This is an optimization exercise on Yosys and OpenROAD, whose aim is small area and a short achievable clock period, not a production implementation. At most, simulation tests tie the RTL to the original design; equivalence was not proved. Function not checked in run 1: the RTL went through the layout flow alone. Power is estimated from default activity; no workload was simulated.

<file path="flow/design.v">
module alu16bit (
  input clk,
  input reset,
  input [2:0] operation,
  input [15:0] operand_A,
  input [15:0] operand_B,
  output reg [31:0] result,
  output reg carry_flag,
  output reg zero_flag
);
  wire [15:0] a = operand_A;
  wire [15:0] b = operand_B;
  wire is_add = ~reset & (operation == 3'd0);
  wire is_sub = ~reset & (operation == 3'd1);
  wire is_mul = ~reset & (operation == 3'd2);
  wire [15:0] m = is_mul ? b : {15'd0, is_add | is_sub};
  reg [15:0] cv;
  always @(*) begin
    if (reset) cv = 16'd0;
    else
    case (operation)
      3'd0: cv = b;
      3'd1: cv = ~b;
      3'd3: cv = a & b;
      3'd4: cv = a | b;
      3'd5: cv = ~(a & b);
      3'd6: cv = ~(a | b);
      3'd7: cv = a ^ b;
      default: cv = 16'd0;
    endcase
  end
  wire cin = is_sub;
  wire [15:0] cvn;
  wire t00 = ~(is_sub | (~reset & (operation == 3'd5 || operation == 3'd6)));
  wire t01 = ~(is_add | (~reset & (operation == 3'd4 || operation == 3'd5 || operation == 3'd7)));
  wire t10 = ~(is_sub | (~reset & (operation == 3'd4 || operation == 3'd5 || operation == 3'd7)));
  wire t11 = ~(is_add | (~reset & (operation == 3'd3 || operation == 3'd4)));
  genvar cb;
  generate for (cb = 0; cb < 16; cb = cb + 1) begin : g_cv
    cvbit ucv (a[cb], b[cb], t00, t01, t10, t11, cvn[cb]);
  end endgenerate
  wire is_sub_n = ~is_sub;
  wire [15:0] an = ~a;
  wire [15:0] mn = ~m;
  wire p1;
  nor2 up1 (an[0], mn[0], p1);
  wire p2;
  nor2 up2 (an[1], mn[0], p2);
  wire p3;
  nor2 up3 (an[2], mn[0], p3);
  wire p4;
  nor2 up4 (an[3], mn[0], p4);
  wire p5;
  nor2 up5 (an[4], mn[0], p5);
  wire p6;
  nor2 up6 (an[5], mn[0], p6);
  wire p7;
  nor2 up7 (an[6], mn[0], p7);
  wire p8;
  nor2 up8 (an[7], mn[0], p8);
  wire p9;
  nor2 up9 (an[8], mn[0], p9);
  wire p10;
  nor2 up10 (an[9], mn[0], p10);
  wire p11;
  nor2 up11 (an[10], mn[0], p11);
  wire p12;
  nor2 up12 (an[11], mn[0], p12);
  wire p13;
  nor2 up13 (an[12], mn[0], p13);
  wire p14;
  nor2 up14 (an[13], mn[0], p14);
  wire p15;
  nor2 up15 (an[14], mn[0], p15);
  wire p16;
  nor2 up16 (an[15], mn[0], p16);
  wire p17;
  o21ai up17 (an[0], mn[1], cvn[1], p17);
  wire p18;
  o21ai up18 (an[1], mn[1], cvn[2], p18);
  wire p19;
  o21ai up19 (an[2], mn[1], cvn[3], p19);
  wire p20;
  o21ai up20 (an[3], mn[1], cvn[4], p20);
  wire p21;
  o21ai up21 (an[4], mn[1], cvn[5], p21);
  wire p22;
  o21ai up22 (an[5], mn[1], cvn[6], p22);
  wire p23;
  o21ai up23 (an[6], mn[1], cvn[7], p23);
  wire p24;
  o21ai up24 (an[7], mn[1], cvn[8], p24);
  wire p25;
  o21ai up25 (an[8], mn[1], cvn[9], p25);
  wire p26;
  o21ai up26 (an[9], mn[1], cvn[10], p26);
  wire p27;
  o21ai up27 (an[10], mn[1], cvn[11], p27);
  wire p28;
  o21ai up28 (an[11], mn[1], cvn[12], p28);
  wire p29;
  o21ai up29 (an[12], mn[1], cvn[13], p29);
  wire p30;
  o21ai up30 (an[13], mn[1], cvn[14], p30);
  wire p31;
  o21ai up31 (an[14], mn[1], cvn[15], p31);
  wire p32;
  nor2 up32 (an[15], mn[1], p32);
  wire p33;
  nor2 up33 (an[0], mn[2], p33);
  wire p34;
  nor2 up34 (an[1], mn[2], p34);
  wire p35;
  nor2 up35 (an[2], mn[2], p35);
  wire p36;
  nor2 up36 (an[3], mn[2], p36);
  wire p37;
  nor2 up37 (an[4], mn[2], p37);
  wire p38;
  nor2 up38 (an[5], mn[2], p38);
  wire p39;
  nor2 up39 (an[6], mn[2], p39);
  wire p40;
  nor2 up40 (an[7], mn[2], p40);
  wire p41;
  nor2 up41 (an[8], mn[2], p41);
  wire p42;
  nor2 up42 (an[9], mn[2], p42);
  wire p43;
  nor2 up43 (an[10], mn[2], p43);
  wire p44;
  nor2 up44 (an[11], mn[2], p44);
  wire p45;
  nor2 up45 (an[12], mn[2], p45);
  wire p46;
  nor2 up46 (an[13], mn[2], p46);
  wire p47;
  nor2 up47 (an[14], mn[2], p47);
  wire p48;
  nor2 up48 (an[15], mn[2], p48);
  wire p49;
  nor2 up49 (an[0], mn[3], p49);
  wire p50;
  nor2 up50 (an[1], mn[3], p50);
  wire p51;
  nor2 up51 (an[2], mn[3], p51);
  wire p52;
  nor2 up52 (an[3], mn[3], p52);
  wire p53;
  nor2 up53 (an[4], mn[3], p53);
  wire p54;
  nor2 up54 (an[5], mn[3], p54);
  wire p55;
  nor2 up55 (an[6], mn[3], p55);
  wire p56;
  nor2 up56 (an[7], mn[3], p56);
  wire p57;
  nor2 up57 (an[8], mn[3], p57);
  wire p58;
  nor2 up58 (an[9], mn[3], p58);
  wire p59;
  nor2 up59 (an[10], mn[3], p59);
  wire p60;
  nor2 up60 (an[11], mn[3], p60);
  wire p61;
  nor2 up61 (an[12], mn[3], p61);
  wire p62;
  nor2 up62 (an[13], mn[3], p62);
  wire p63;
  nor2 up63 (an[14], mn[3], p63);
  wire p64;
  nor2 up64 (an[15], mn[3], p64);
  wire p65;
  nor2 up65 (an[0], mn[4], p65);
  wire p66;
  nor2 up66 (an[1], mn[4], p66);
  wire p67;
  nor2 up67 (an[2], mn[4], p67);
  wire p68;
  nor2 up68 (an[3], mn[4], p68);
  wire p69;
  nor2 up69 (an[4], mn[4], p69);
  wire p70;
  nor2 up70 (an[5], mn[4], p70);
  wire p71;
  nor2 up71 (an[6], mn[4], p71);
  wire p72;
  nor2 up72 (an[7], mn[4], p72);
  wire p73;
  nor2 up73 (an[8], mn[4], p73);
  wire p74;
  nor2 up74 (an[9], mn[4], p74);
  wire p75;
  nor2 up75 (an[10], mn[4], p75);
  wire p76;
  nor2 up76 (an[11], mn[4], p76);
  wire p77;
  nor2 up77 (an[12], mn[4], p77);
  wire p78;
  nor2 up78 (an[13], mn[4], p78);
  wire p79;
  nor2 up79 (an[14], mn[4], p79);
  wire p80;
  nor2 up80 (an[15], mn[4], p80);
  wire p81;
  nor2 up81 (an[0], mn[5], p81);
  wire p82;
  nor2 up82 (an[1], mn[5], p82);
  wire p83;
  nor2 up83 (an[2], mn[5], p83);
  wire p84;
  nor2 up84 (an[3], mn[5], p84);
  wire p85;
  nor2 up85 (an[4], mn[5], p85);
  wire p86;
  nor2 up86 (an[5], mn[5], p86);
  wire p87;
  nor2 up87 (an[6], mn[5], p87);
  wire p88;
  nor2 up88 (an[7], mn[5], p88);
  wire p89;
  nor2 up89 (an[8], mn[5], p89);
  wire p90;
  nor2 up90 (an[9], mn[5], p90);
  wire p91;
  nor2 up91 (an[10], mn[5], p91);
  wire p92;
  nor2 up92 (an[11], mn[5], p92);
  wire p93;
  nor2 up93 (an[12], mn[5], p93);
  wire p94;
  nor2 up94 (an[13], mn[5], p94);
  wire p95;
  nor2 up95 (an[14], mn[5], p95);
  wire p96;
  nor2 up96 (an[15], mn[5], p96);
  wire p97;
  nor2 up97 (an[0], mn[6], p97);
  wire p98;
  nor2 up98 (an[1], mn[6], p98);
  wire p99;
  nor2 up99 (an[2], mn[6], p99);
  wire p100;
  nor2 up100 (an[3], mn[6], p100);
  wire p101;
  nor2 up101 (an[4], mn[6], p101);
  wire p102;
  nor2 up102 (an[5], mn[6], p102);
  wire p103;
  nor2 up103 (an[6], mn[6], p103);
  wire p104;
  nor2 up104 (an[7], mn[6], p104);
  wire p105;
  nor2 up105 (an[8], mn[6], p105);
  wire p106;
  nor2 up106 (an[9], mn[6], p106);
  wire p107;
  nor2 up107 (an[10], mn[6], p107);
  wire p108;
  nor2 up108 (an[11], mn[6], p108);
  wire p109;
  nor2 up109 (an[12], mn[6], p109);
  wire p110;
  nor2 up110 (an[13], mn[6], p110);
  wire p111;
  nor2 up111 (an[14], mn[6], p111);
  wire p112;
  nor2 up112 (an[15], mn[6], p112);
  wire p113;
  nor2 up113 (an[0], mn[7], p113);
  wire p114;
  nor2 up114 (an[1], mn[7], p114);
  wire p115;
  nor2 up115 (an[2], mn[7], p115);
  wire p116;
  nor2 up116 (an[3], mn[7], p116);
  wire p117;
  nor2 up117 (an[4], mn[7], p117);
  wire p118;
  nor2 up118 (an[5], mn[7], p118);
  wire p119;
  nor2 up119 (an[6], mn[7], p119);
  wire p120;
  nor2 up120 (an[7], mn[7], p120);
  wire p121;
  nor2 up121 (an[8], mn[7], p121);
  wire p122;
  nor2 up122 (an[9], mn[7], p122);
  wire p123;
  nor2 up123 (an[10], mn[7], p123);
  wire p124;
  nor2 up124 (an[11], mn[7], p124);
  wire p125;
  nor2 up125 (an[12], mn[7], p125);
  wire p126;
  nor2 up126 (an[13], mn[7], p126);
  wire p127;
  nor2 up127 (an[14], mn[7], p127);
  wire p128;
  nor2 up128 (an[15], mn[7], p128);
  wire p129;
  nor2 up129 (an[0], mn[8], p129);
  wire p130;
  nor2 up130 (an[1], mn[8], p130);
  wire p131;
  nor2 up131 (an[2], mn[8], p131);
  wire p132;
  nor2 up132 (an[3], mn[8], p132);
  wire p133;
  nor2 up133 (an[4], mn[8], p133);
  wire p134;
  nor2 up134 (an[5], mn[8], p134);
  wire p135;
  nor2 up135 (an[6], mn[8], p135);
  wire p136;
  nor2 up136 (an[7], mn[8], p136);
  wire p137;
  nor2 up137 (an[8], mn[8], p137);
  wire p138;
  nor2 up138 (an[9], mn[8], p138);
  wire p139;
  nor2 up139 (an[10], mn[8], p139);
  wire p140;
  nor2 up140 (an[11], mn[8], p140);
  wire p141;
  nor2 up141 (an[12], mn[8], p141);
  wire p142;
  nor2 up142 (an[13], mn[8], p142);
  wire p143;
  nor2 up143 (an[14], mn[8], p143);
  wire p144;
  nor2 up144 (an[15], mn[8], p144);
  wire p145;
  nor2 up145 (an[0], mn[9], p145);
  wire p146;
  nor2 up146 (an[1], mn[9], p146);
  wire p147;
  nor2 up147 (an[2], mn[9], p147);
  wire p148;
  nor2 up148 (an[3], mn[9], p148);
  wire p149;
  nor2 up149 (an[4], mn[9], p149);
  wire p150;
  nor2 up150 (an[5], mn[9], p150);
  wire p151;
  nor2 up151 (an[6], mn[9], p151);
  wire p152;
  nor2 up152 (an[7], mn[9], p152);
  wire p153;
  nor2 up153 (an[8], mn[9], p153);
  wire p154;
  nor2 up154 (an[9], mn[9], p154);
  wire p155;
  nor2 up155 (an[10], mn[9], p155);
  wire p156;
  nor2 up156 (an[11], mn[9], p156);
  wire p157;
  nor2 up157 (an[12], mn[9], p157);
  wire p158;
  nor2 up158 (an[13], mn[9], p158);
  wire p159;
  nor2 up159 (an[14], mn[9], p159);
  wire p160;
  nor2 up160 (an[15], mn[9], p160);
  wire p161;
  nor2 up161 (an[0], mn[10], p161);
  wire p162;
  nor2 up162 (an[1], mn[10], p162);
  wire p163;
  nor2 up163 (an[2], mn[10], p163);
  wire p164;
  nor2 up164 (an[3], mn[10], p164);
  wire p165;
  nor2 up165 (an[4], mn[10], p165);
  wire p166;
  nor2 up166 (an[5], mn[10], p166);
  wire p167;
  nor2 up167 (an[6], mn[10], p167);
  wire p168;
  nor2 up168 (an[7], mn[10], p168);
  wire p169;
  nor2 up169 (an[8], mn[10], p169);
  wire p170;
  nor2 up170 (an[9], mn[10], p170);
  wire p171;
  nor2 up171 (an[10], mn[10], p171);
  wire p172;
  nor2 up172 (an[11], mn[10], p172);
  wire p173;
  nor2 up173 (an[12], mn[10], p173);
  wire p174;
  nor2 up174 (an[13], mn[10], p174);
  wire p175;
  nor2 up175 (an[14], mn[10], p175);
  wire p176;
  nor2 up176 (an[15], mn[10], p176);
  wire p177;
  nor2 up177 (an[0], mn[11], p177);
  wire p178;
  nor2 up178 (an[1], mn[11], p178);
  wire p179;
  nor2 up179 (an[2], mn[11], p179);
  wire p180;
  nor2 up180 (an[3], mn[11], p180);
  wire p181;
  nor2 up181 (an[4], mn[11], p181);
  wire p182;
  nor2 up182 (an[5], mn[11], p182);
  wire p183;
  nor2 up183 (an[6], mn[11], p183);
  wire p184;
  nor2 up184 (an[7], mn[11], p184);
  wire p185;
  nor2 up185 (an[8], mn[11], p185);
  wire p186;
  nor2 up186 (an[9], mn[11], p186);
  wire p187;
  nor2 up187 (an[10], mn[11], p187);
  wire p188;
  nor2 up188 (an[11], mn[11], p188);
  wire p189;
  nor2 up189 (an[12], mn[11], p189);
  wire p190;
  nor2 up190 (an[13], mn[11], p190);
  wire p191;
  nor2 up191 (an[14], mn[11], p191);
  wire p192;
  nor2 up192 (an[15], mn[11], p192);
  wire p193;
  nor2 up193 (an[0], mn[12], p193);
  wire p194;
  nor2 up194 (an[1], mn[12], p194);
  wire p195;
  nor2 up195 (an[2], mn[12], p195);
  wire p196;
  nor2 up196 (an[3], mn[12], p196);
  wire p197;
  nor2 up197 (an[4], mn[12], p197);
  wire p198;
  nor2 up198 (an[5], mn[12], p198);
  wire p199;
  nor2 up199 (an[6], mn[12], p199);
  wire p200;
  nor2 up200 (an[7], mn[12], p200);
  wire p201;
  nor2 up201 (an[8], mn[12], p201);
  wire p202;
  nor2 up202 (an[9], mn[12], p202);
  wire p203;
  nor2 up203 (an[10], mn[12], p203);
  wire p204;
  nor2 up204 (an[11], mn[12], p204);
  wire p205;
  nor2 up205 (an[12], mn[12], p205);
  wire p206;
  nor2 up206 (an[13], mn[12], p206);
  wire p207;
  nor2 up207 (an[14], mn[12], p207);
  wire p208;
  nor2 up208 (an[15], mn[12], p208);
  wire p209;
  nor2 up209 (an[0], mn[13], p209);
  wire p210;
  nor2 up210 (an[1], mn[13], p210);
  wire p211;
  nor2 up211 (an[2], mn[13], p211);
  wire p212;
  nor2 up212 (an[3], mn[13], p212);
  wire p213;
  nor2 up213 (an[4], mn[13], p213);
  wire p214;
  nor2 up214 (an[5], mn[13], p214);
  wire p215;
  nor2 up215 (an[6], mn[13], p215);
  wire p216;
  nor2 up216 (an[7], mn[13], p216);
  wire p217;
  nor2 up217 (an[8], mn[13], p217);
  wire p218;
  nor2 up218 (an[9], mn[13], p218);
  wire p219;
  nor2 up219 (an[10], mn[13], p219);
  wire p220;
  nor2 up220 (an[11], mn[13], p220);
  wire p221;
  nor2 up221 (an[12], mn[13], p221);
  wire p222;
  nor2 up222 (an[13], mn[13], p222);
  wire p223;
  nor2 up223 (an[14], mn[13], p223);
  wire p224;
  nor2 up224 (an[15], mn[13], p224);
  wire p225;
  nor2 up225 (an[0], mn[14], p225);
  wire p226;
  nor2 up226 (an[1], mn[14], p226);
  wire p227;
  nor2 up227 (an[2], mn[14], p227);
  wire p228;
  nor2 up228 (an[3], mn[14], p228);
  wire p229;
  nor2 up229 (an[4], mn[14], p229);
  wire p230;
  nor2 up230 (an[5], mn[14], p230);
  wire p231;
  nor2 up231 (an[6], mn[14], p231);
  wire p232;
  nor2 up232 (an[7], mn[14], p232);
  wire p233;
  nor2 up233 (an[8], mn[14], p233);
  wire p234;
  nor2 up234 (an[9], mn[14], p234);
  wire p235;
  nor2 up235 (an[10], mn[14], p235);
  wire p236;
  nor2 up236 (an[11], mn[14], p236);
  wire p237;
  nor2 up237 (an[12], mn[14], p237);
  wire p238;
  nor2 up238 (an[13], mn[14], p238);
  wire p239;
  nor2 up239 (an[14], mn[14], p239);
  wire p240;
  nor2 up240 (an[15], mn[14], p240);
  wire p241;
  nor2 up241 (an[0], mn[15], p241);
  wire p242;
  o21ai up242 (an[1], mn[15], is_sub_n, p242);
  wire p243;
  o21ai up243 (an[2], mn[15], is_sub_n, p243);
  wire p244;
  o21ai up244 (an[3], mn[15], is_sub_n, p244);
  wire p245;
  o21ai up245 (an[4], mn[15], is_sub_n, p245);
  wire p246;
  o21ai up246 (an[5], mn[15], is_sub_n, p246);
  wire p247;
  o21ai up247 (an[6], mn[15], is_sub_n, p247);
  wire p248;
  o21ai up248 (an[7], mn[15], is_sub_n, p248);
  wire p249;
  o21ai up249 (an[8], mn[15], is_sub_n, p249);
  wire p250;
  o21ai up250 (an[9], mn[15], is_sub_n, p250);
  wire p251;
  o21ai up251 (an[10], mn[15], is_sub_n, p251);
  wire p252;
  o21ai up252 (an[11], mn[15], is_sub_n, p252);
  wire p253;
  o21ai up253 (an[12], mn[15], is_sub_n, p253);
  wire p254;
  o21ai up254 (an[13], mn[15], is_sub_n, p254);
  wire p255;
  o21ai up255 (an[14], mn[15], is_sub_n, p255);
  wire p256;
  o21ai up256 (an[15], mn[15], is_sub_n, p256);
  wire n257, n258;
  ha un257 (p14, p44, n257, n258);
  wire n259, n260;
  fa un259 (p15, p45, p60, n259, n260);
  wire n261, n262;
  ha un261 (p75, p90, n261, n262);
  wire n263, n264;
  fa un263 (p16, p46, p61, n263, n264);
  wire n265, n266;
  fa un265 (p76, p91, p106, n265, n266);
  wire n267, n268;
  ha un267 (p121, p136, n267, n268);
  wire n269, n270;
  fa un269 (p32, p47, p62, n269, n270);
  wire n271, n272;
  fa un271 (p77, p92, p107, n271, n272);
  wire n273, n274;
  ha un273 (p122, p137, n273, n274);
  wire n275, n276;
  fa un275 (p48, p63, p78, n275, n276);
  wire n277, n278;
  fa un277 (p93, p108, p123, n277, n278);
  wire n279, n280;
  fa un279 (p64, p79, p94, n279, n280);
  wire n281, n282;
  ha un281 (p10, p40, n281, n282);
  wire n283, n284;
  fa un283 (p11, p41, p56, n283, n284);
  wire n285, n286;
  ha un285 (p71, p86, n285, n286);
  wire n287, n288;
  fa un287 (p12, p42, p57, n287, n288);
  wire n289, n290;
  fa un289 (p72, p87, p102, n289, n290);
  wire n291, n292;
  ha un291 (p117, p132, n291, n292);
  wire n293, n294;
  fa un293 (p13, p43, p58, n293, n294);
  wire n295, n296;
  fa un295 (p73, p88, p103, n295, n296);
  wire n297, n298;
  fa un297 (p118, p133, p148, n297, n298);
  wire n299, n300;
  ha un299 (p163, p178, n299, n300);
  wire n301, n302;
  fa un301 (p59, p74, p89, n301, n302);
  wire n303, n304;
  fa un303 (p104, p119, p134, n303, n304);
  wire n305, n306;
  fa un305 (p149, p164, p179, n305, n306);
  wire n307, n308;
  fa un307 (p194, p209, p29, n307, n308);
  wire n309, n310;
  fa un309 (p105, p120, p135, n309, n310);
  wire n311, n312;
  fa un311 (p150, p165, p180, n311, n312);
  wire n313, n314;
  fa un313 (p195, p210, p225, n313, n314);
  wire n315, n316;
  fa un315 (p30, n258, n261, n315, n316);
  wire n317, n318;
  fa un317 (p151, p166, p181, n317, n318);
  wire n319, n320;
  fa un319 (p196, p211, p226, n319, n320);
  wire n321, n322;
  fa un321 (p241, p31, n262, n321, n322);
  wire n323, n324;
  fa un323 (n267, n260, n263, n323, n324);
  wire n325, n326;
  fa un325 (p152, p167, p182, n325, n326);
  wire n327, n328;
  fa un327 (p197, p212, p227, n327, n328);
  wire n329, n330;
  fa un329 (p242, n268, n273, n329, n330);
  wire n331, n332;
  fa un331 (n264, n266, n269, n331, n332);
  wire n333, n334;
  fa un333 (p138, p153, p168, n333, n334);
  wire n335, n336;
  fa un335 (p183, p198, p213, n335, n336);
  wire n337, n338;
  fa un337 (p228, p243, n274, n337, n338);
  wire n339, n340;
  fa un339 (n270, n272, n275, n339, n340);
  wire n341, n342;
  fa un341 (p109, p124, p139, n341, n342);
  wire n343, n344;
  fa un343 (p154, p169, p184, n343, n344);
  wire n345, n346;
  fa un345 (p199, p214, p229, n345, n346);
  wire n347, n348;
  fa un347 (p244, n276, n278, n347, n348);
  wire n349, n350;
  fa un349 (p80, p95, p110, n349, n350);
  wire n351, n352;
  fa un351 (p125, p140, p155, n351, n352);
  wire n353, n354;
  fa un353 (p170, p185, p200, n353, n354);
  wire n355, n356;
  fa un355 (p215, p230, p245, n355, n356);
  wire n357, n358;
  fa un357 (p96, p111, p126, n357, n358);
  wire n359, n360;
  fa un359 (p141, p156, p171, n359, n360);
  wire n361, n362;
  fa un361 (p186, p201, p216, n361, n362);
  wire n363, n364;
  fa un363 (p112, p127, p142, n363, n364);
  wire n365, n366;
  fa un365 (p157, p172, p187, n365, n366);
  wire n367, n368;
  fa un367 (p128, p143, p158, n367, n368);
  wire n369, n370;
  ha un369 (p7, p37, n369, n370);
  wire n371, n372;
  fa un371 (p8, p38, p53, n371, n372);
  wire n373, n374;
  ha un373 (p68, p83, n373, n374);
  wire n375, n376;
  fa un375 (p9, p39, p54, n375, n376);
  wire n377, n378;
  fa un377 (p69, p84, p99, n377, n378);
  wire n379, n380;
  ha un379 (p114, p129, n379, n380);
  wire n381, n382;
  fa un381 (p55, p70, p85, n381, n382);
  wire n383, n384;
  fa un383 (p100, p115, p130, n383, n384);
  wire n385, n386;
  fa un385 (p145, p25, n281, n385, n386);
  wire n387, n388;
  fa un387 (p101, p116, p131, n387, n388);
  wire n389, n390;
  fa un389 (p146, p161, p26, n389, n390);
  wire n391, n392;
  fa un391 (n282, n285, n283, n391, n392);
  wire n393, n394;
  fa un393 (p147, p162, p177, n393, n394);
  wire n395, n396;
  fa un395 (p27, n286, n291, n395, n396);
  wire n397, n398;
  fa un397 (n284, n287, n289, n397, n398);
  wire n399, n400;
  fa un399 (p193, p28, n292, n399, n400);
  wire n401, n402;
  fa un401 (n299, n288, n290, n401, n402);
  wire n403, n404;
  fa un403 (n293, n295, n297, n403, n404);
  wire n405, n406;
  fa un405 (n300, n257, n294, n405, n406);
  wire n407, n408;
  fa un407 (n296, n298, n301, n407, n408);
  wire n409, n410;
  fa un409 (n303, n305, n307, n409, n410);
  wire n411, n412;
  fa un411 (n302, n304, n306, n411, n412);
  wire n413, n414;
  fa un413 (n308, n259, n309, n413, n414);
  wire n415, n416;
  fa un415 (n311, n313, n315, n415, n416);
  wire n417, n418;
  fa un417 (n310, n312, n314, n417, n418);
  wire n419, n420;
  fa un419 (n265, n317, n319, n419, n420);
  wire n421, n422;
  fa un421 (n316, n321, n323, n421, n422);
  wire n423, n424;
  fa un423 (n318, n320, n271, n423, n424);
  wire n425, n426;
  fa un425 (n325, n327, n322, n425, n426);
  wire n427, n428;
  fa un427 (n329, n324, n331, n427, n428);
  wire n429, n430;
  fa un429 (n326, n328, n277, n429, n430);
  wire n431, n432;
  fa un431 (n333, n335, n330, n431, n432);
  wire n433, n434;
  fa un433 (n337, n332, n339, n433, n434);
  wire n435, n436;
  fa un435 (n334, n336, n279, n435, n436);
  wire n437, n438;
  fa un437 (n341, n343, n345, n437, n438);
  wire n439, n440;
  fa un439 (n338, n340, n347, n439, n440);
  wire n441, n442;
  fa un441 (n342, n344, n346, n441, n442);
  wire n443, n444;
  fa un443 (n280, n349, n351, n443, n444);
  wire n445, n446;
  fa un445 (n353, n355, n348, n445, n446);
  wire n447, n448;
  fa un447 (p231, p246, n350, n447, n448);
  wire n449, n450;
  fa un449 (n352, n354, n356, n449, n450);
  wire n451, n452;
  fa un451 (n357, n359, n361, n451, n452);
  wire n453, n454;
  fa un453 (p202, p217, p232, n453, n454);
  wire n455, n456;
  fa un455 (p247, n358, n360, n455, n456);
  wire n457, n458;
  fa un457 (n362, n363, n365, n457, n458);
  wire n459, n460;
  fa un459 (p173, p188, p203, n459, n460);
  wire n461, n462;
  fa un461 (p218, p233, p248, n461, n462);
  wire n463, n464;
  fa un463 (n364, n366, n367, n463, n464);
  wire n465, n466;
  fa un465 (p144, p159, p174, n465, n466);
  wire n467, n468;
  fa un467 (p189, p204, p219, n467, n468);
  wire n469, n470;
  fa un469 (p234, p249, n368, n469, n470);
  wire n471, n472;
  fa un471 (p160, p175, p190, n471, n472);
  wire n473, n474;
  fa un473 (p205, p220, p235, n473, n474);
  wire n475, n476;
  fa un475 (p176, p191, p206, n475, n476);
  wire n477, n478;
  ha un477 (p5, p35, n477, n478);
  wire n479, n480;
  fa un479 (p6, p36, p51, n479, n480);
  wire n481, n482;
  ha un481 (p66, p81, n481, n482);
  wire n483, n484;
  fa un483 (p52, p67, p82, n483, n484);
  wire n485, n486;
  fa un485 (p97, p22, n369, n485, n486);
  wire n487, n488;
  fa un487 (p98, p113, p23, n487, n488);
  wire n489, n490;
  fa un489 (n370, n373, n371, n489, n490);
  wire n491, n492;
  fa un491 (p24, n374, n379, n491, n492);
  wire n493, n494;
  fa un493 (n372, n375, n377, n493, n494);
  wire n495, n496;
  fa un495 (n380, n376, n378, n495, n496);
  wire n497, n498;
  fa un497 (n381, n383, n385, n497, n498);
  wire n499, n500;
  fa un499 (n382, n384, n387, n499, n500);
  wire n501, n502;
  fa un501 (n389, n386, n391, n501, n502);
  wire n503, n504;
  fa un503 (n388, n390, n393, n503, n504);
  wire n505, n506;
  fa un505 (n395, n392, n397, n505, n506);
  wire n507, n508;
  fa un507 (n394, n396, n399, n507, n508);
  wire n509, n510;
  fa un509 (n398, n401, n403, n509, n510);
  wire n511, n512;
  fa un511 (n400, n402, n404, n511, n512);
  wire n513, n514;
  fa un513 (n405, n407, n409, n513, n514);
  wire n515, n516;
  fa un515 (n406, n408, n411, n515, n516);
  wire n517, n518;
  fa un517 (n410, n413, n415, n517, n518);
  wire n519, n520;
  fa un519 (n412, n414, n417, n519, n520);
  wire n521, n522;
  fa un521 (n419, n416, n421, n521, n522);
  wire n523, n524;
  fa un523 (n418, n420, n423, n523, n524);
  wire n525, n526;
  fa un525 (n425, n422, n427, n525, n526);
  wire n527, n528;
  fa un527 (n424, n429, n426, n527, n528);
  wire n529, n530;
  fa un529 (n431, n428, n433, n529, n530);
  wire n531, n532;
  fa un531 (n430, n435, n437, n531, n532);
  wire n533, n534;
  fa un533 (n432, n434, n439, n533, n534);
  wire n535, n536;
  fa un535 (n436, n438, n441, n535, n536);
  wire n537, n538;
  fa un537 (n443, n445, n440, n537, n538);
  wire n539, n540;
  fa un539 (n442, n444, n447, n539, n540);
  wire n541, n542;
  fa un541 (n449, n451, n446, n541, n542);
  wire n543, n544;
  fa un543 (n453, n448, n450, n543, n544);
  wire n545, n546;
  fa un545 (n452, n455, n457, n545, n546);
  wire n547, n548;
  fa un547 (n454, n459, n461, n547, n548);
  wire n549, n550;
  fa un549 (n456, n458, n463, n549, n550);
  wire n551, n552;
  fa un551 (n460, n462, n465, n551, n552);
  wire n553, n554;
  fa un553 (n467, n464, n469, n553, n554);
  wire n555, n556;
  fa un555 (p250, n466, n468, n555, n556);
  wire n557, n558;
  fa un557 (n471, n473, n470, n557, n558);
  wire n559, n560;
  fa un559 (p221, p236, p251, n559, n560);
  wire n561, n562;
  fa un561 (n472, n474, n475, n561, n562);
  wire n563, n564;
  fa un563 (p192, p207, p222, n563, n564);
  wire n565, n566;
  fa un565 (p237, p252, n476, n565, n566);
  wire n567, n568;
  fa un567 (p208, p223, p238, n567, n568);
  wire n569, n570;
  ha un569 (p4, p34, n569, n570);
  wire n571, n572;
  fa un571 (p50, p65, p20, n571, n572);
  wire n573, n574;
  fa un573 (p21, n478, n481, n573, n574);
  wire n575, n576;
  fa un575 (n482, n480, n483, n575, n576);
  wire n577, n578;
  fa un577 (n484, n487, n486, n577, n578);
  wire n579, n580;
  fa un579 (n488, n491, n490, n579, n580);
  wire n581, n582;
  fa un581 (n492, n494, n495, n581, n582);
  wire n583, n584;
  fa un583 (n496, n499, n498, n583, n584);
  wire n585, n586;
  fa un585 (n500, n503, n502, n585, n586);
  wire n587, n588;
  fa un587 (n504, n507, n506, n587, n588);
  wire n589, n590;
  fa un589 (n508, n510, n511, n589, n590);
  wire n591, n592;
  fa un591 (n512, n515, n514, n591, n592);
  wire n593, n594;
  fa un593 (n516, n519, n518, n593, n594);
  wire n595, n596;
  fa un595 (n520, n523, n522, n595, n596);
  wire n597, n598;
  fa un597 (n524, n527, n526, n597, n598);
  wire n599, n600;
  fa un599 (n528, n531, n533, n599, n600);
  wire n601, n602;
  fa un601 (n532, n535, n534, n601, n602);
  wire n603, n604;
  fa un603 (n536, n539, n538, n603, n604);
  wire n605, n606;
  fa un605 (n540, n543, n545, n605, n606);
  wire n607, n608;
  fa un607 (n547, n544, n546, n607, n608);
  wire n609, n610;
  fa un609 (n548, n551, n550, n609, n610);
  wire n611, n612;
  fa un611 (n552, n555, n557, n611, n612);
  wire n613, n614;
  fa un613 (n559, n556, n561, n613, n614);
  wire n615, n616;
  fa un615 (n560, n563, n562, n615, n616);
  wire n617, n618;
  fa un617 (p253, n564, n567, n617, n618);
  wire n619, n620;
  fa un619 (p224, p239, p254, n619, n620);
  wire n621, n622;
  ha un621 (p3, p33, n621, n622);
  wire n623, n624;
  fa un623 (p49, p19, n569, n623, n624);
  wire n625, n626;
  fa un625 (n570, n477, n571, n625, n626);
  wire n627, n628;
  fa un627 (n572, n479, n573, n627, n628);
  wire n629, n630;
  fa un629 (n574, n485, n575, n629, n630);
  wire n631, n632;
  fa un631 (n576, n489, n577, n631, n632);
  wire n633, n634;
  fa un633 (n493, n578, n579, n633, n634);
  wire n635, n636;
  fa un635 (n497, n580, n581, n635, n636);
  wire n637, n638;
  fa un637 (n582, n501, n583, n637, n638);
  wire n639, n640;
  fa un639 (n505, n584, n585, n639, n640);
  wire n641, n642;
  fa un641 (n509, n586, n587, n641, n642);
  wire n643, n644;
  fa un643 (n513, n588, n589, n643, n644);
  wire n645, n646;
  fa un645 (n517, n590, n591, n645, n646);
  wire n647, n648;
  fa un647 (n592, n521, n593, n647, n648);
  wire n649, n650;
  fa un649 (n525, n594, n595, n649, n650);
  wire n651, n652;
  fa un651 (n529, n596, n597, n651, n652);
  wire n653, n654;
  fa un653 (n530, n598, n599, n653, n654);
  wire n655, n656;
  fa un655 (n537, n600, n601, n655, n656);
  wire n657, n658;
  fa un657 (n541, n602, n603, n657, n658);
  wire n659, n660;
  fa un659 (n542, n605, n604, n659, n660);
  wire n661, n662;
  fa un661 (n549, n607, n606, n661, n662);
  wire n663, n664;
  fa un663 (n553, n608, n609, n663, n664);
  wire n665, n666;
  fa un665 (n554, n610, n611, n665, n666);
  wire n667, n668;
  fa un667 (n558, n613, n612, n667, n668);
  wire n669, n670;
  fa un669 (n565, n614, n615, n669, n670);
  wire n671, n672;
  fa un671 (n566, n617, n616, n671, n672);
  wire n673, n674;
  fa un673 (n568, n619, n618, n673, n674);
  wire n675, n676;
  fa un675 (p240, p255, n620, n675, n676);
  wire n677, n678;
  fa un677 (cin, p1, cv[0], n677, n678);
  wire n679, n680;
  fa un679 (p2, p17, n678, n679, n680);
  wire n681, n682;
  fa un681 (p18, n621, n680, n681, n682);
  wire n683, n684;
  fa un683 (n622, n623, n682, n683, n684);
  wire n685, n686;
  fa un685 (n624, n625, n684, n685, n686);
  wire n687, n688;
  fa un687 (n626, n627, n686, n687, n688);
  wire n689, n690;
  fa un689 (n628, n629, n688, n689, n690);
  wire n691, n692;
  ha un691 (n630, n631, n691, n692);
  wire n693, n694;
  ha un693 (n632, n633, n693, n694);
  wire n695, n696;
  ha un695 (n634, n635, n695, n696);
  wire n697, n698;
  ha un697 (n636, n637, n697, n698);
  wire n699, n700;
  ha un699 (n638, n639, n699, n700);
  wire n701, n702;
  ha un701 (n640, n641, n701, n702);
  wire n703, n704;
  ha un703 (n642, n643, n703, n704);
  wire n705, n706;
  ha un705 (n644, n645, n705, n706);
  wire n707, n708;
  ha un707 (n646, n647, n707, n708);
  wire n709, n710;
  ha un709 (n648, n649, n709, n710);
  wire n711, n712;
  ha un711 (n650, n651, n711, n712);
  wire n713, n714;
  ha un713 (n652, n653, n713, n714);
  wire n715, n716;
  ha un715 (n654, n655, n715, n716);
  wire n717, n718;
  ha un717 (n656, n657, n717, n718);
  wire n719, n720;
  ha un719 (n658, n659, n719, n720);
  wire n721, n722;
  ha un721 (n660, n661, n721, n722);
  wire n723, n724;
  ha un723 (n662, n663, n723, n724);
  wire n725, n726;
  ha un725 (n664, n665, n725, n726);
  wire n727, n728;
  ha un727 (n666, n667, n727, n728);
  wire n729, n730;
  ha un729 (n668, n669, n729, n730);
  wire n731, n732;
  ha un731 (n670, n671, n731, n732);
  wire n733, n734;
  ha un733 (n672, n673, n733, n734);
  wire n735, n736;
  ha un735 (n674, n675, n735, n736);
  wire n737, n738;
  ha un737 (n676, p256, n737, n738);
  wire n739;
  aoi21 un739 (n691, n690, n692, n739);
  wire n740;
  aoi21 un740 (n695, n694, n696, n740);
  wire n741;
  nand2 un741 (n695, n693, n741);
  wire n742;
  aoi21 un742 (n699, n698, n700, n742);
  wire n743;
  nand2 un743 (n699, n697, n743);
  wire n744;
  aoi21 un744 (n703, n702, n704, n744);
  wire n745;
  nand2 un745 (n703, n701, n745);
  wire n746;
  aoi21 un746 (n707, n706, n708, n746);
  wire n747;
  nand2 un747 (n707, n705, n747);
  wire n748;
  aoi21 un748 (n711, n710, n712, n748);
  wire n749;
  nand2 un749 (n711, n709, n749);
  wire n750;
  aoi21 un750 (n715, n714, n716, n750);
  wire n751;
  nand2 un751 (n715, n713, n751);
  wire n752;
  aoi21 un752 (n719, n718, n720, n752);
  wire n753;
  nand2 un753 (n719, n717, n753);
  wire n754;
  aoi21 un754 (n723, n722, n724, n754);
  wire n755;
  nand2 un755 (n723, n721, n755);
  wire n756;
  aoi21 un756 (n727, n726, n728, n756);
  wire n757;
  nand2 un757 (n727, n725, n757);
  wire n758;
  aoi21 un758 (n731, n730, n732, n758);
  wire n759;
  nand2 un759 (n731, n729, n759);
  wire n760;
  aoi21 un760 (n735, n734, n736, n760);
  wire n761;
  nand2 un761 (n735, n733, n761);
  wire n762;
  aoi21 un762 (is_sub, n738, 1'b0, n762);
  wire n763;
  nand2 un763 (is_sub, n737, n763);
  wire n764;
  oai21 un764 (n741, n739, n740, n764);
  wire n765;
  oai21 un765 (n745, n742, n744, n765);
  wire n766;
  nor2 un766 (n745, n743, n766);
  wire n767;
  oai21 un767 (n749, n746, n748, n767);
  wire n768;
  nor2 un768 (n749, n747, n768);
  wire n769;
  oai21 un769 (n753, n750, n752, n769);
  wire n770;
  nor2 un770 (n753, n751, n770);
  wire n771;
  oai21 un771 (n757, n754, n756, n771);
  wire n772;
  nor2 un772 (n757, n755, n772);
  wire n773;
  oai21 un773 (n761, n758, n760, n773);
  wire n774;
  nor2 un774 (n761, n759, n774);
  wire n775;
  aoi21 un775 (n766, n764, n765, n775);
  wire n776;
  aoi21 un776 (n770, n767, n769, n776);
  wire n777;
  nand2 un777 (n770, n768, n777);
  wire n778;
  aoi21 un778 (n774, n771, n773, n778);
  wire n779;
  nand2 un779 (n774, n772, n779);
  wire n780;
  oai21 un780 (n777, n775, n776, n780);
  wire n781;
  inv1 un781 (n778, n781);
  wire n782;
  inv1 un782 (n779, n782);
  wire n783;
  aoi21 un783 (n782, n780, n781, n783);
  wire n784;
  inv1 un784 (n775, n784);
  wire n785;
  aoi21 un785 (n768, n784, n767, n785);
  wire n786;
  aoi21 un786 (n772, n780, n771, n786);
  wire n787;
  inv1 un787 (n742, n787);
  wire n788;
  inv1 un788 (n743, n788);
  wire n789;
  aoi21 un789 (n788, n764, n787, n789);
  wire n790;
  oai21 un790 (n747, n775, n746, n790);
  wire n791;
  oai21 un791 (n751, n785, n750, n791);
  wire n792;
  inv1 un792 (n754, n792);
  wire n793;
  inv1 un793 (n755, n793);
  wire n794;
  aoi21 un794 (n793, n780, n792, n794);
  wire n795;
  oai21 un795 (n759, n786, n758, n795);
  wire n796;
  oai21 un796 (n763, n783, n762, n796);
  wire n797;
  inv1 un797 (n694, n797);
  wire n798;
  inv1 un798 (n693, n798);
  wire n799;
  oai21 un799 (n798, n739, n797, n799);
  wire n800;
  aoi21 un800 (n697, n764, n698, n800);
  wire n801;
  inv1 un801 (n702, n801);
  wire n802;
  inv1 un802 (n701, n802);
  wire n803;
  oai21 un803 (n802, n789, n801, n803);
  wire n804;
  inv1 un804 (n706, n804);
  wire n805;
  inv1 un805 (n705, n805);
  wire n806;
  oai21 un806 (n805, n775, n804, n806);
  wire n807;
  aoi21 un807 (n709, n790, n710, n807);
  wire n808;
  inv1 un808 (n714, n808);
  wire n809;
  inv1 un809 (n713, n809);
  wire n810;
  oai21 un810 (n809, n785, n808, n810);
  wire n811;
  aoi21 un811 (n717, n791, n718, n811);
  wire n812;
  aoi21 un812 (n721, n780, n722, n812);
  wire n813;
  inv1 un813 (n726, n813);
  wire n814;
  inv1 un814 (n725, n814);
  wire n815;
  oai21 un815 (n814, n794, n813, n815);
  wire n816;
  inv1 un816 (n730, n816);
  wire n817;
  inv1 un817 (n729, n817);
  wire n818;
  oai21 un818 (n817, n786, n816, n818);
  wire n819;
  aoi21 un819 (n733, n795, n734, n819);
  wire n820;
  inv1 un820 (n738, n820);
  wire n821;
  inv1 un821 (n737, n821);
  wire n822;
  oai21 un822 (n821, n783, n820, n822);
  wire n823;
  xor2 un823 (n691, n690, n823);
  wire n824;
  xnor2 un824 (n693, n739, n824);
  wire n825;
  xor2 un825 (n695, n799, n825);
  wire n826;
  xor2 un826 (n697, n764, n826);
  wire n827;
  xnor2 un827 (n699, n800, n827);
  wire n828;
  xnor2 un828 (n701, n789, n828);
  wire n829;
  xor2 un829 (n703, n803, n829);
  wire n830;
  xnor2 un830 (n705, n775, n830);
  wire n831;
  xor2 un831 (n707, n806, n831);
  wire n832;
  xor2 un832 (n709, n790, n832);
  wire n833;
  xnor2 un833 (n711, n807, n833);
  wire n834;
  xnor2 un834 (n713, n785, n834);
  wire n835;
  xor2 un835 (n715, n810, n835);
  wire n836;
  xor2 un836 (n717, n791, n836);
  wire n837;
  xnor2 un837 (n719, n811, n837);
  wire n838;
  xor2 un838 (n721, n780, n838);
  wire n839;
  xnor2 un839 (n723, n812, n839);
  wire n840;
  xnor2 un840 (n725, n794, n840);
  wire n841;
  xor2 un841 (n727, n815, n841);
  wire n842;
  xnor2 un842 (n729, n786, n842);
  wire n843;
  xor2 un843 (n731, n818, n843);
  wire n844;
  xor2 un844 (n733, n795, n844);
  wire n845;
  xnor2 un845 (n735, n819, n845);
  wire n846;
  xnor2 un846 (n737, n783, n846);
  wire n847;
  xor2 un847 (is_sub, n822, n847);
  wire [31:0] s = {n847, n846, n845, n844, n843, n842, n841, n840, n839, n838, n837, n836, n835, n834, n833, n832, n831, n830, n829, n828, n827, n826, n825, n824, n823, n689, n687, n685, n683, n681, n679, n677};
  wire borrow = is_sub & s[16];
  wire zero_lo = (s[15:0] == 16'd0);
  wire zero_mul = (a == 16'd0) | (b == 16'd0);
  wire [31:0] r = s;
  wire z_e = ~reset & ~is_mul & ~(|s[11:0]);
  wire z_m = ~reset & is_mul & zero_mul;
  wire z_l1, z_l2, z;
  nor2 uz1 (s[15], s[14], z_l1);
  nor2 uz2 (s[13], s[12], z_l2);
  a31o uz3 (z_l1, z_l2, z_e, z_m, z);
  always @(posedge clk) begin
    result     <= r;
    carry_flag <= borrow;
    zero_flag  <= z;
  end
endmodule
module fa (input a, input b, input c, output s, output co);
  assign s = a ^ b ^ c;
  assign co = (a & b) | (a & c) | (b & c);
endmodule
module ha (input a, input b, output s, output co);
  assign s = a ^ b;
  assign co = a & b;
endmodule
module xor2 (input a, input b, output y);
  assign y = a ^ b;
endmodule
module xnor2 (input a, input b, output y);
  assign y = ~(a ^ b);
endmodule
module nand2 (input a, input b, output y);
  assign y = ~(a & b);
endmodule
module nor2 (input a, input b, output y);
  assign y = ~(a | b);
endmodule
module inv1 (input a, output y);
  assign y = ~a;
endmodule
module a31o (input a, input b, input c, input d, output y);
  assign y = (a & b & c) | d;
endmodule
module cvbit (input a, input b, input t00, input t01, input t10, input t11, output y);
  assign y = a ? (b ? t11 : t10) : (b ? t01 : t00);
endmodule
module aoi21 (input a, input b, input c, output y);
  assign y = ~((a & b) | c);
endmodule
module o21ai (input a, input b, input c, output y);
  assign y = ~((a | b) & c);
endmodule
module oai21 (input a, input b, input c, output y);
  assign y = ~((a | b) & c);
endmodule
</file>
<file path="flow/flow/run.sh">
#!/bin/bash
# The standard layout, with the port buffers made of plain buffers (sky130
# buf_1, which the resizer may upsize) instead of the delay-cell buffers that
# buffer_ports picks by default.
set -euo pipefail
export BUFFER_PORTS_ARGS="-buffer_cell sky130_fd_sc_hd__buf_1"
bash standard.sh > standard.log 2>&1
</file>
<file path="flow/standard.sh">
#!/bin/bash
# synth_recipe.tcl (not shown) runs the flow's synth.tcl, then flattens the netlist and writes it again
# the make line also repeats each setting of config.mk as NAME=value (left out here)
make -C /OpenROAD-flow-scripts/flow DESIGN_CONFIG=/design/flow/config.mk WORK_HOME=/design/flow/orfs CLKGATE_MAP_FILE= SYNTH_SCRIPT=/design/flow/synth_recipe.tcl "${@:-finish}"
</file>
<file path="flow/config.mk">
export PLATFORM = sky130hd
export DESIGN_NAME = alu16bit
export DESIGN_NICKNAME = alu16bit
export VERILOG_FILES = /design/flow/design.v
export SDC_FILE = /design/flow/constraint.sdc
export NUM_CORES = 4
export LEC_CHECK = 0
export ABC_AREA = 0
export CAP_MARGIN = 20
export CORE_MARGIN = 2
export CORE_UTILIZATION = 40
export GPL_TIMING_DRIVEN = 0
export SLEW_MARGIN = 20
export SYNTH_HIERARCHICAL = 1
</file>
<file path="flow/constraint.sdc">
create_clock -name core_clock -period 7.2 [get_ports {clk}]
set_input_delay 1.4400 -clock core_clock [delete_from_list [all_inputs] [get_ports {clk}]]
set_output_delay 1.4400 -clock core_clock [all_outputs]
set_load 0.01 [all_outputs]
</file>
==> results of run 1 <==
## metrics by stage
| step | util (%) | area [um2] | setup TNS [ns] | power [W] |
|---|---|---|---|---|
| after floorplan | - | 7700 | 0 | 0.000493 |
| after CTS | 45.3 | 8540 | 0 | 0.000926 |
| final | 45.8 | 8630 | 0 | 0.000918 |
| after global placement | 44.0 | 8290 | -5.45 | 0.000610 |
| after global routing | 45.8 | 8630 | 0 | 0.000981 |
| after detailed placement | 44.0 | 8290 | -6.09 | 0.000613 |
## critical path, cell delays in order
cell and delay (ns):
clkbuf_2 0.19, nand2b_4 0.09, nor3_4 0.37, buf_6 0.23
nand2_2 0.29, nor2_1 0.22, ha_1 0.27, fa_1 0.47
fa_1 0.53, fa_1 0.40, fa_1 0.51, fa_1 0.42
ha_1 0.35, nand2_1 0.08, nor2_1 0.22, nand2_1 0.14
o21ai_4 0.24, a21oi_2 0.11, o21ai_1 0.25, a21oi_2 0.09
xnor2_1 0.13
## modules after synthesis, one instance, submodules excluded, excerpt
| module | cells | times used | cell area, um2 | flops+latches |
|---|---|---|---|---|
| cvbit | 1 | 15 | 22.5 | 0 |
| fa | 1 | 202 | 20.0 | 0 |
| ha | 1 | 39 | 12.5 | 0 |
| xor2 | 1 | 13 | 8.76 | 0 |
| aoi21 | 1 | 25 | 8.76 | 0 |
| xnor2 | 1 | 12 | 8.76 | 0 |
| a31o | 1 | 1 | 8.76 | 0 |
| o21ai | 1 | 30 | 5.00 | 0 |
| oai21 | 1 | 17 | 5.00 | 0 |
| nor2 | 1 | 233 | 3.75 | 0 |
## cells by family (layout without fill, tap and decap cells)
logic type,after synthesis,in the layout,synth area share (%)
and+or+nand+nor,293,293,15.4
muxes,16,16,4.51
DFF,34,34,8.83
xor gates and xnor gates,26,26,2.96
AOI/OAI and AO/OA,83,83,6.85
adders and majority gates,243,243,59.1
buffers and inverters,42,126,2.26
## worst max path at each step
stage	end	slack, ns
2_1_floorplan	result[29]$_DFF_P_	0.44
3_3_place_gp	result[29]$_DFF_P_	-0.71
3_5_place_dp	result[29]$_DFF_P_	-0.73
4_1_cts	zero_flag$_DFF_P_	0.02
5_1_grt	result[29]$_DFF_P_	0.08
6_report	result[29]$_DFF_P_	0.33
## Yosys cell counts
| library cell | instances | area share (%) |
|---|---|---|
| buf_6 | 2 | 0.29 |
| o21bai_1 | 2 | 0.19 |
| o32a_1 | 1 | 0.13 |
| mux4_2 | 15 | 4.4 |
| xnor2_1 | 13 | 1.5 |
| a21oi_1 | 3 | 0.19 |
| nand2_1 | 31 | 1.5 |
| o21ai_0 | 1 | 0.065 |
| buf_2 | 1 | 0.065 |
| a31oi_1 | 2 | 0.16 |
| o21ai_1 | 47 | 3.1 |
| nand4_1 | 2 | 0.16 |
| and2_1 | 1 | 0.081 |
| mux2i_1 | 1 | 0.13 |
| and3_1 | 1 | 0.081 |
| nor2_1 | 237 | 12 |
| a21boi_1 | 1 | 0.097 |
| and4b_2 | 1 | 0.15 |
| xor2_1 | 13 | 1.5 |
| nand3_1 | 1 | 0.065 |
| nand3b_1 | 1 | 0.097 |
| nand2b_4 | 1 | 0.18 |
| fa_1 | 202 | 52 |
| ha_1 | 41 | 6.7 |
| a21oi_2 | 25 | 2.8 |
| nor3_4 | 1 | 0.21 |
| or2_2 | 3 | 0.24 |
| dfxtp_1 | 34 | 8.8 |
| a31o_1 | 1 | 0.11 |
| nor4_1 | 11 | 0.89 |
| inv_1 | 39 | 1.9 |
| and2b_2 | 2 | 0.23 |
## flip-flops by register name, summed over array words and instances (netlist names)
register    count
carry_flag      1
result         32
zero_flag       1
## layer usage
layer / global-route usage [%] / up-vias / share of wire (%)
li1: - / 2559 / -
met1: 29.8 / 3090 / 40
met2: 37.2 / 286 / 48
met3: 3.45 / 42 / 8.1
met4: 8.91 / 0 / 3.5
met5: 0 / - / 0
## timing repair
item | in CTS | in global routing
pin swaps | 0 | 2
setup buffers | 0 | 7
setup endpoints to repair | 11 | 9
gates resized for setup | 18 | 8
## area by class of cell
class | count | share of cell area (%)
plain buffers | 3 | 0.319
clock buffers | 5 | 1.45
clock inverters | 3 | 0.798
inverters | 39 | 1.74
multi-input cells | 661 | 80.4
flip-flops and latches | 34 | 7.89
well taps | 260 | 3.77
repair buffers | 76 | 3.63
## power by group through the flow
stage	Sequential (W)	Clock, W	Combinational [W]
6_report	0.000235	0.000305	0.000378
5_1_grt	0.000239	0.000318	0.000424
4_1_cts	0.000236	0.000313	0.000377
3_5_place_dp	0.000240	0	0.000373
3_3_place_gp	0.000240	0	0.000370
2_1_floorplan	0.000261	0	0.000232
==> flow_summary.toml, run 1 <==
[timing]
hold_viol = 0
min_period_ns = 6.87
fmax_mhz = 146
final-setup-viol-count = 0
setup_ws_ns = 0.334
post-route-period-util_pct = 95.4
tightest_slew_ns = 0.787
drv_slew = 0
rsz0062_at_grt = "false"
whs_ns = 1.60
relSlewSlack_pct = 47.5

[floorplan]
die_height_um = 143
rows = 50
initial_utilization_pct = 40.9
die_area_mm2 = 0.0204
ioPinCount = 71
core_area_mm2 = 0.0188
dieWidth_um = 143

[placement]
io_buffers = 69
gp_congestion = 0.883
dp.cells = 1066
place_hpwl_um = 16000
pre_cts_ws_ns = -0.727

[finish]
layout_commonest_cell = "nor2_1"
regArea_um2 = 681
multiInputGateArea_mm2 = 0.00694
final_cell_mix = "nor2_1, fa_1, buf_1"
fin_nets = 1100
fill_cells = 1781
areaGrowthSynthToFinish_pct = 12.0
drive_gt1_share_pct = 10.5
antenna_cells = 0
final_cells = 1081

[grt]
grt_pass1_vias = 6564
grt_pass1_wl_um = 34900
antenna_found_initial = 0
grt_usage_pct = 22.5
grt_overflow = 0
grt_max_degree = 18

[pwr]
vdd_drop_max_v = 0.000114
internal-power_w = 0.000568
p_switching_w = 0.000350
leakage_nw = 4.31
pwr-share-clk_pct = 33.2
seq_power_share_pct = 25.6
pwr-share-comb_pct = 41.2
p_sw_share_pct = 38.1
power_density_mw_per_mm2 = 106

[detailed_routing]
wire_per_inst_um = 19.8
drtPass1Iterations = 5
first_iter_violations = 377
postRouteAntennaNets = 0
drc = 0
num_vias = 5977
post_drt_via_cell_ratio = 5.53
wirelength_um = 21400

[critical_path]
startpoint = "operation[1]"
critPathArrivalTime_ns = 7.05
start_kind = "primary input"
worst_ep_required_time_ns = 7.39
cp-end-kind = "flop"
crit_fanout = 16
critPathKind = "primary input to flop"

[clock_tree]
cts.clk_slew.worst_paths_ns = 0.06
ctsHoldBuffers = 0
tritoncts = "yes"
cts_max_path_buffers = 2
cts-root-buf = "clkbuf_16"
cts_buffers = 5
htree_levels = 2
clock-sinks = 34

[synth]
ys_seq_area_share_pct = 8.83
syn_avg_cell_area_um2 = 10.5
postSynthCellCount = 737
synth_seq_cells = 34
yosysUniqueCellTypes = 32
syn-cell-area_mm2 = 0.00770
syn_nets = 1017
yosys_warnings = 7

[worst_hold_path]
min_path_cells = 3
hp-class = "primary input to flop"
min_to = "carry_flag$_DFF_P_"
hold_start = "operation[0]"

[status]
outcome = "timing/DRC/antenna clean"

[flow_run]
maxCapViolations = 0
==> run 2: changes to the inputs <==
--- a/flow/design.v
+++ b/flow/design.v
@@ -989,3 +989,3 @@
   wire n689, n690;
-  fa un689 (n628, n629, n688, n689, n690);
+  ha un689 (n628, n629, n689, n690);
   wire n691, n692;
@@ -1039,51 +1039,51 @@
   wire n739;
-  aoi21 un739 (n691, n690, n692, n739);
+  aoi21 un739 (n689, n688, n690, n739);
   wire n740;
-  aoi21 un740 (n695, n694, n696, n740);
+  aoi21 un740 (n693, n692, n694, n740);
   wire n741;
-  nand2 un741 (n695, n693, n741);
+  nand2 un741 (n693, n691, n741);
   wire n742;
-  aoi21 un742 (n699, n698, n700, n742);
+  aoi21 un742 (n697, n696, n698, n742);
   wire n743;
-  nand2 un743 (n699, n697, n743);
+  nand2 un743 (n697, n695, n743);
   wire n744;
-  aoi21 un744 (n703, n702, n704, n744);
+  aoi21 un744 (n701, n700, n702, n744);
   wire n745;
-  nand2 un745 (n703, n701, n745);
+  nand2 un745 (n701, n699, n745);
   wire n746;
-  aoi21 un746 (n707, n706, n708, n746);
+  aoi21 un746 (n705, n704, n706, n746);
   wire n747;
-  nand2 un747 (n707, n705, n747);
+  nand2 un747 (n705, n703, n747);
   wire n748;
-  aoi21 un748 (n711, n710, n712, n748);
+  aoi21 un748 (n709, n708, n710, n748);
   wire n749;
-  nand2 un749 (n711, n709, n749);
+  nand2 un749 (n709, n707, n749);
   wire n750;
-  aoi21 un750 (n715, n714, n716, n750);
+  aoi21 un750 (n713, n712, n714, n750);
   wire n751;
-  nand2 un751 (n715, n713, n751);
+  nand2 un751 (n713, n711, n751);
   wire n752;
-  aoi21 un752 (n719, n718, n720, n752);
+  aoi21 un752 (n717, n716, n718, n752);
   wire n753;
-  nand2 un753 (n719, n717, n753);
+  nand2 un753 (n717, n715, n753);
   wire n754;
-  aoi21 un754 (n723, n722, n724, n754);
+  aoi21 un754 (n721, n720, n722, n754);
   wire n755;
-  nand2 un755 (n723, n721, n755);
+  nand2 un755 (n721, n719, n755);
   wire n756;
-  aoi21 un756 (n727, n726, n728, n756);
+  aoi21 un756 (n725, n724, n726, n756);
   wire n757;
-  nand2 un757 (n727, n725, n757);
+  nand2 un757 (n725, n723, n757);
   wire n758;
-  aoi21 un758 (n731, n730, n732, n758);
+  aoi21 un758 (n729, n728, n730, n758);
   wire n759;
-  nand2 un759 (n731, n729, n759);
+  nand2 un759 (n729, n727, n759);
   wire n760;
-  aoi21 un760 (n735, n734, n736, n760);
+  aoi21 un760 (n733, n732, n734, n760);
   wire n761;
-  nand2 un761 (n735, n733, n761);
+  nand2 un761 (n733, n731, n761);
   wire n762;
-  aoi21 un762 (is_sub, n738, 1'b0, n762);
+  aoi21 un762 (n737, n736, n738, n762);
   wire n763;
-  nand2 un763 (is_sub, n737, n763);
+  nand2 un763 (n737, n735, n763);
   wire n764;
@@ -1155,5 +1155,5 @@
   wire n797;
-  inv1 un797 (n694, n797);
+  inv1 un797 (n692, n797);
   wire n798;
-  inv1 un798 (n693, n798);
+  inv1 un798 (n691, n798);
   wire n799;
@@ -1161,7 +1161,7 @@
   wire n800;
-  aoi21 un800 (n697, n764, n698, n800);
+  aoi21 un800 (n695, n764, n696, n800);
   wire n801;
-  inv1 un801 (n702, n801);
+  inv1 un801 (n700, n801);
   wire n802;
-  inv1 un802 (n701, n802);
+  inv1 un802 (n699, n802);
   wire n803;
@@ -1169,5 +1169,5 @@
   wire n804;
-  inv1 un804 (n706, n804);
+  inv1 un804 (n704, n804);
   wire n805;
-  inv1 un805 (n705, n805);
+  inv1 un805 (n703, n805);
   wire n806;
@@ -1175,7 +1175,7 @@
   wire n807;
-  aoi21 un807 (n709, n790, n710, n807);
+  aoi21 un807 (n707, n790, n708, n807);
   wire n808;
-  inv1 un808 (n714, n808);
+  inv1 un808 (n712, n808);
   wire n809;
-  inv1 un809 (n713, n809);
+  inv1 un809 (n711, n809);
   wire n810;
@@ -1183,9 +1183,9 @@
   wire n811;
-  aoi21 un811 (n717, n791, n718, n811);
+  aoi21 un811 (n715, n791, n716, n811);
   wire n812;
-  aoi21 un812 (n721, n780, n722, n812);
+  aoi21 un812 (n719, n780, n720, n812);
   wire n813;
-  inv1 un813 (n726, n813);
+  inv1 un813 (n724, n813);
   wire n814;
-  inv1 un814 (n725, n814);
+  inv1 un814 (n723, n814);
   wire n815;
@@ -1193,5 +1193,5 @@
   wire n816;
-  inv1 un816 (n730, n816);
+  inv1 un816 (n728, n816);
   wire n817;
-  inv1 un817 (n729, n817);
+  inv1 un817 (n727, n817);
   wire n818;
@@ -1199,7 +1199,7 @@
   wire n819;
-  aoi21 un819 (n733, n795, n734, n819);
+  aoi21 un819 (n731, n795, n732, n819);
   wire n820;
-  inv1 un820 (n738, n820);
+  inv1 un820 (n736, n820);
   wire n821;
-  inv1 un821 (n737, n821);
+  inv1 un821 (n735, n821);
   wire n822;
@@ -1207,52 +1207,56 @@
   wire n823;
-  xor2 un823 (n691, n690, n823);
+  aoi21 un823 (is_sub, n796, 1'b0, n823);
   wire n824;
-  xnor2 un824 (n693, n739, n824);
+  xor2 un824 (n689, n688, n824);
   wire n825;
-  xor2 un825 (n695, n799, n825);
+  xnor2 un825 (n691, n739, n825);
   wire n826;
-  xor2 un826 (n697, n764, n826);
+  xor2 un826 (n693, n799, n826);
   wire n827;
-  xnor2 un827 (n699, n800, n827);
+  xor2 un827 (n695, n764, n827);
   wire n828;
-  xnor2 un828 (n701, n789, n828);
+  xnor2 un828 (n697, n800, n828);
   wire n829;
-  xor2 un829 (n703, n803, n829);
+  xnor2 un829 (n699, n789, n829);
   wire n830;
-  xnor2 un830 (n705, n775, n830);
+  xor2 un830 (n701, n803, n830);
   wire n831;
-  xor2 un831 (n707, n806, n831);
+  xnor2 un831 (n703, n775, n831);
   wire n832;
-  xor2 un832 (n709, n790, n832);
+  xor2 un832 (n705, n806, n832);
   wire n833;
-  xnor2 un833 (n711, n807, n833);
+  xor2 un833 (n707, n790, n833);
   wire n834;
-  xnor2 un834 (n713, n785, n834);
+  xnor2 un834 (n709, n807, n834);
   wire n835;
-  xor2 un835 (n715, n810, n835);
+  xnor2 un835 (n711, n785, n835);
   wire n836;
-  xor2 un836 (n717, n791, n836);
+  xor2 un836 (n713, n810, n836);
   wire n837;
-  xnor2 un837 (n719, n811, n837);
+  xor2 un837 (n715, n791, n837);
   wire n838;
-  xor2 un838 (n721, n780, n838);
+  xnor2 un838 (n717, n811, n838);
   wire n839;
-  xnor2 un839 (n723, n812, n839);
+  xor2 un839 (n719, n780, n839);
   wire n840;
-  xnor2 un840 (n725, n794, n840);
+  xnor2 un840 (n721, n812, n840);
   wire n841;
-  xor2 un841 (n727, n815, n841);
+  xnor2 un841 (n723, n794, n841);
   wire n842;
-  xnor2 un842 (n729, n786, n842);
+  xor2 un842 (n725, n815, n842);
   wire n843;
-  xor2 un843 (n731, n818, n843);
+  xnor2 un843 (n727, n786, n843);
   wire n844;
-  xor2 un844 (n733, n795, n844);
+  xor2 un844 (n729, n818, n844);
   wire n845;
-  xnor2 un845 (n735, n819, n845);
+  xor2 un845 (n731, n795, n845);
   wire n846;
-  xnor2 un846 (n737, n783, n846);
+  xnor2 un846 (n733, n819, n846);
   wire n847;
-  xor2 un847 (is_sub, n822, n847);
-  wire [31:0] s = {n847, n846, n845, n844, n843, n842, n841, n840, n839, n838, n837, n836, n835, n834, n833, n832, n831, n830, n829, n828, n827, n826, n825, n824, n823, n689, n687, n685, n683, n681, n679, n677};
+  xnor2 un847 (n735, n783, n847);
+  wire n848;
+  xor2 un848 (n737, n822, n848);
+  wire n849;
+  xor2 un849 (is_sub, n796, n849);
+  wire [31:0] s = {n849, n848, n847, n846, n845, n844, n843, n842, n841, n840, n839, n838, n837, n836, n835, n834, n833, n832, n831, n830, n829, n828, n827, n826, n825, n824, n687, n685, n683, n681, n679, n677};
   wire borrow = is_sub & s[16];
==> run 2 against run 1 <==
  * Via count is 0.33% lower
  * Die area is 0.23% higher
  * Global-route usage is 0.060 points lower
  * Wire length is 0.62% lower
  * Fmax is 0.37% higher
  * Count of clock-buffer cells in the layout stayed put
  * Clock power is 27% lower
  * Largest cell class unchanged
==> flow_summary.toml, run 2 <==
[grt]
grt_busiest_layer = "met2"
met2_usage_pct = 37.5
grt_overflow = 0
antenna_found_initial = 0
grt_pass1_vias = 6377
gr-usage-met3_pct = 3.15
use_met1_pct = 30.6
grt_max_degree = 18
grt_pass1_wl_um = 34500
grt_usage_pct = 22.4

[synth]
synth_ff_type = "dfxtp_1"
synth_commonest_cells = "nor2_1, fa_1, o21ai_1, ha_1, inv_1"
synth_area_leaders = "fa_1, nor2_1, dfxtp_1"
syn-cell-area_mm2 = 0.00772
syn_nets = 1021
synth_largest_area_cell = "fa_1"
yosysTopAreaCellShare_pct = 52.1
postSynthCellCount = 741
synth_compound_area_share_pct = 7.01
synth_seq_cells = 34
synthMuxAreaShare_pct = 4.50
synthXorXnorAreaFrac_pct = 3.06
synth-edff-count = 0
yosysUniqueCellTypes = 32
syn_avg_cell_area_um2 = 10.4
yosysMostFrequentCell = "nor2_1"
yosys_warnings = 7
synthSimpleGateAreaFrac_pct = 15.5
synthAdderAreaFrac_pct = 58.9
synthArstFlopShare_pct = 0
ys_seq_area_share_pct = 8.81
synth_top_family_by_area = "adder cells"

[detailed_routing]
wire_per_inst_um = 19.7
num_vias = 5957
postRouteAntennaNets = 0
first_iter_violations = 416
drtPass1Iterations = 5
wirelength_um = 21300
post_drt_via_cell_ratio = 5.52
drc = 0

[timing]
drv_slew = 0
rsz0062_at_grt = "false"
final-setup-viol-count = 0
tightest_slew_ns = 0.796
whs_ns = 1.64
tns_ns = 0
hold_viol = 0
post-route-period-util_pct = 95.0
relSlewSlack_pct = 46.9
min_period_ns = 6.84
fmax_mhz = 146

[clock_tree]
cts.clk_slew.worst_paths_ns = 0.06
htree_levels = 2
ctsHoldBuffers = 0
clock-sinks = 34
cts_buffers = 5
cts_max_path_buffers = 2
cts-root-buf = "clkbuf_16"
tritoncts = "yes"

[critical_path]
crit_path_frequent_cell = "fa_1"
start_kind = "primary input"
worst-path-buf-inv = 3
cp-end-kind = "flop"
worst_ep_required_time_ns = 7.38
critPathKind = "primary input to flop"
crit_fanout = 16
crit_chain = "clkbuf_2 -> nand2b_4 -> nor3_4 -> buf_12 -> buf_6 -> nand2_2 -> nor2_1 -> fa_1 -> fa_1 -> fa_1 -> fa_1 -> fa_1 -> fa_1 -> ha_1 -> nand2_1 -> nor2_1 -> nand2_1 -> o21ai_4 -> a21oi_2 -> o21ai_1 -> a21oi_2 -> xnor2_1"
crit_slowest_cell = "fa_1"
cp_top_family = "adder cells"
critPathArrivalTime_ns = 7.02
max_stage_delay_ns = 0.55

[finish]
regMostFlops = "result"
areaGrowthSynthToFinish_pct = 10.6
antenna_cells = 0
final_cell_mix = "nor2_1, fa_1, buf_1"
drive_gt1_share_pct = 9.65
fill_cells = 1818
largest_reg_flops = 32
post-route-util_pct = 45.4
fin_nets = 1098
design_area_mm2 = 0.00854
reg_top3 = "result (32), carry_flag (1), zero_flag (1)"
final_cells = 1079
layout_commonest_cell = "nor2_1"

[status]
outcome = "timing/DRC/antenna clean"

[placement]
postPlaceCellArea_mm2 = 0.00831
io_buffers = 69
place_hpwl_um = 16100
dp.cells = 1070
gp_congestion = 0.849

[flow_run]
maxCapViolations = 0

[floorplan]
core_area_mm2 = 0.0188
die_height_um = 143
initial_utilization_pct = 41.0
ioPinCount = 71
dieWidth_um = 143
die_area_mm2 = 0.0204
rows = 50

[worst_hold_path]
hp-class = "primary input to flop"

[pwr]
vdd_drop_max_v = 0.0000697
power_density_mw_per_mm2 = 97.7
leakage_nw = 4.26
==> run 2: where the power goes <==
part / switching (W) / internal (W) / leakage (nW)
Combinational: 0.000235 / 0.000142 / 3.91
Clock: 0.0000942 / 0.000128 / 0.0698
Sequential: 0.00000851 / 0.000227 / 0.282
Total: 0.000338 / 0.000497 / 4.26
==> run 2: layout make-up <==
type | instances | area (um2) | share of cell area [%]
well taps | 260 | 325 | 3.81
inverters | 39 | 146 | 1.71
clock inverters | 3 | 21.3 | 0.249
plain buffers | 3 | 27.5 | 0.322
flip-flops and latches | 34 | 681 | 7.97
multi-input cells | 665 | 6940 | 81.2
clock buffers | 5 | 125 | 1.46
repair buffers | 70 | 280 | 3.28
==> run 2: what timing repair did <==
| item | CTS | global route |
|---|---|---|
| resized for setup | 10 | 12 |
| setup endpoints to repair | 10 | 6 |
| pin swaps | 0 | 1 |
| buffers inserted | 0 | 1 |
==> run 2: stage by stage <==
step	power, W	worst slack [ns]
floorplan	0.000495	0.418
global placement	0.000613	-0.668
detailed placement	0.000615	-0.756
CTS	0.000845	0.0849
global route	0.000901	0.112
finish	0.000835	0.360
==> run 2: logic make-up after synthesis <==
kind of cell | count (synthesis)
AND/OR/NAND/NOR | 294
flip-flops | 34
AO/OA/AOI/OAI | 85
adder cells (fa/ha/maj) | 243
XOR/XNOR | 27
buffers and inverters | 42
multiplexers | 16
==> run 2: path summary, 6_finish.rpt <==
| path | endpoint | slack [ns] | cells past startpoint | from |
|---|---|---|---|---|
| setup / recovery | result[28]$_DFF_P_ | 0.36 | 22 | operation[1] |
| hold / removal | carry_flag$_DFF_P_ | 1.64 | 3 | operation[0] |
==> run 2: layer usage <==
metal  share of wire (%)  vias to the layer above
met4                 2.4                        0
met1                  42                     3113
li1                    -                     2559
met5                   0                        -
met2                  50                      250
met3                 5.8                       35
==> run 2: modules after synthesis, one instance, submodules excluded, excerpt <==
module,flops+latches,cell area [um2],cells,copies in the design
a31o,0,8.76,1,1
nor2,0,3.75,1,233
nand2,0,3.75,1,14
inv1,0,3.75,1,21
oai21,0,5.00,1,18
xnor2,0,8.76,1,12
o21ai,0,5.00,1,30
fa,0,20.0,1,201
xor2,0,8.76,1,14
alu16bit,34,1150,116,1
cvbit,0,22.5,1,15
ha,0,12.5,1,40

-- what the ideal ports hide --
The flow's constraints put no driver on any port. The routed layouts listed below were extracted and timed again, unchanged, in two steps. Step 1: set_driving_cell puts a clkbuf_16 on clk and a buf_2 on each other input, an assumption about the parent block. Step 2 moves the port delays by t, midway between the first and last clock arrival at a register: inputs arrive t later, outputs are due t later. That takes back most of the time a late clock gives input paths. Three values: ideal, step 1, step 2; two values: the first two.
| run | t (ns) | setup WS [ns] | worst setup path after step 2 | slew at the worst register clock pin (ns) |
|---|---|---|---|---|
| run 1 | 0.340 | 0.334 / 0.353 / 0.014 | input to register | 0.07 / 0.07 |
| run 2 | 0.335 | 0.360 / 0.378 / 0.043 | input to register | 0.06 / 0.06 |
After both steps every run listed still meets setup and hold. For run 1, which loses most, drivers alone change the setup slack by +0.019 ns; drivers and shift together by -0.320 ns.
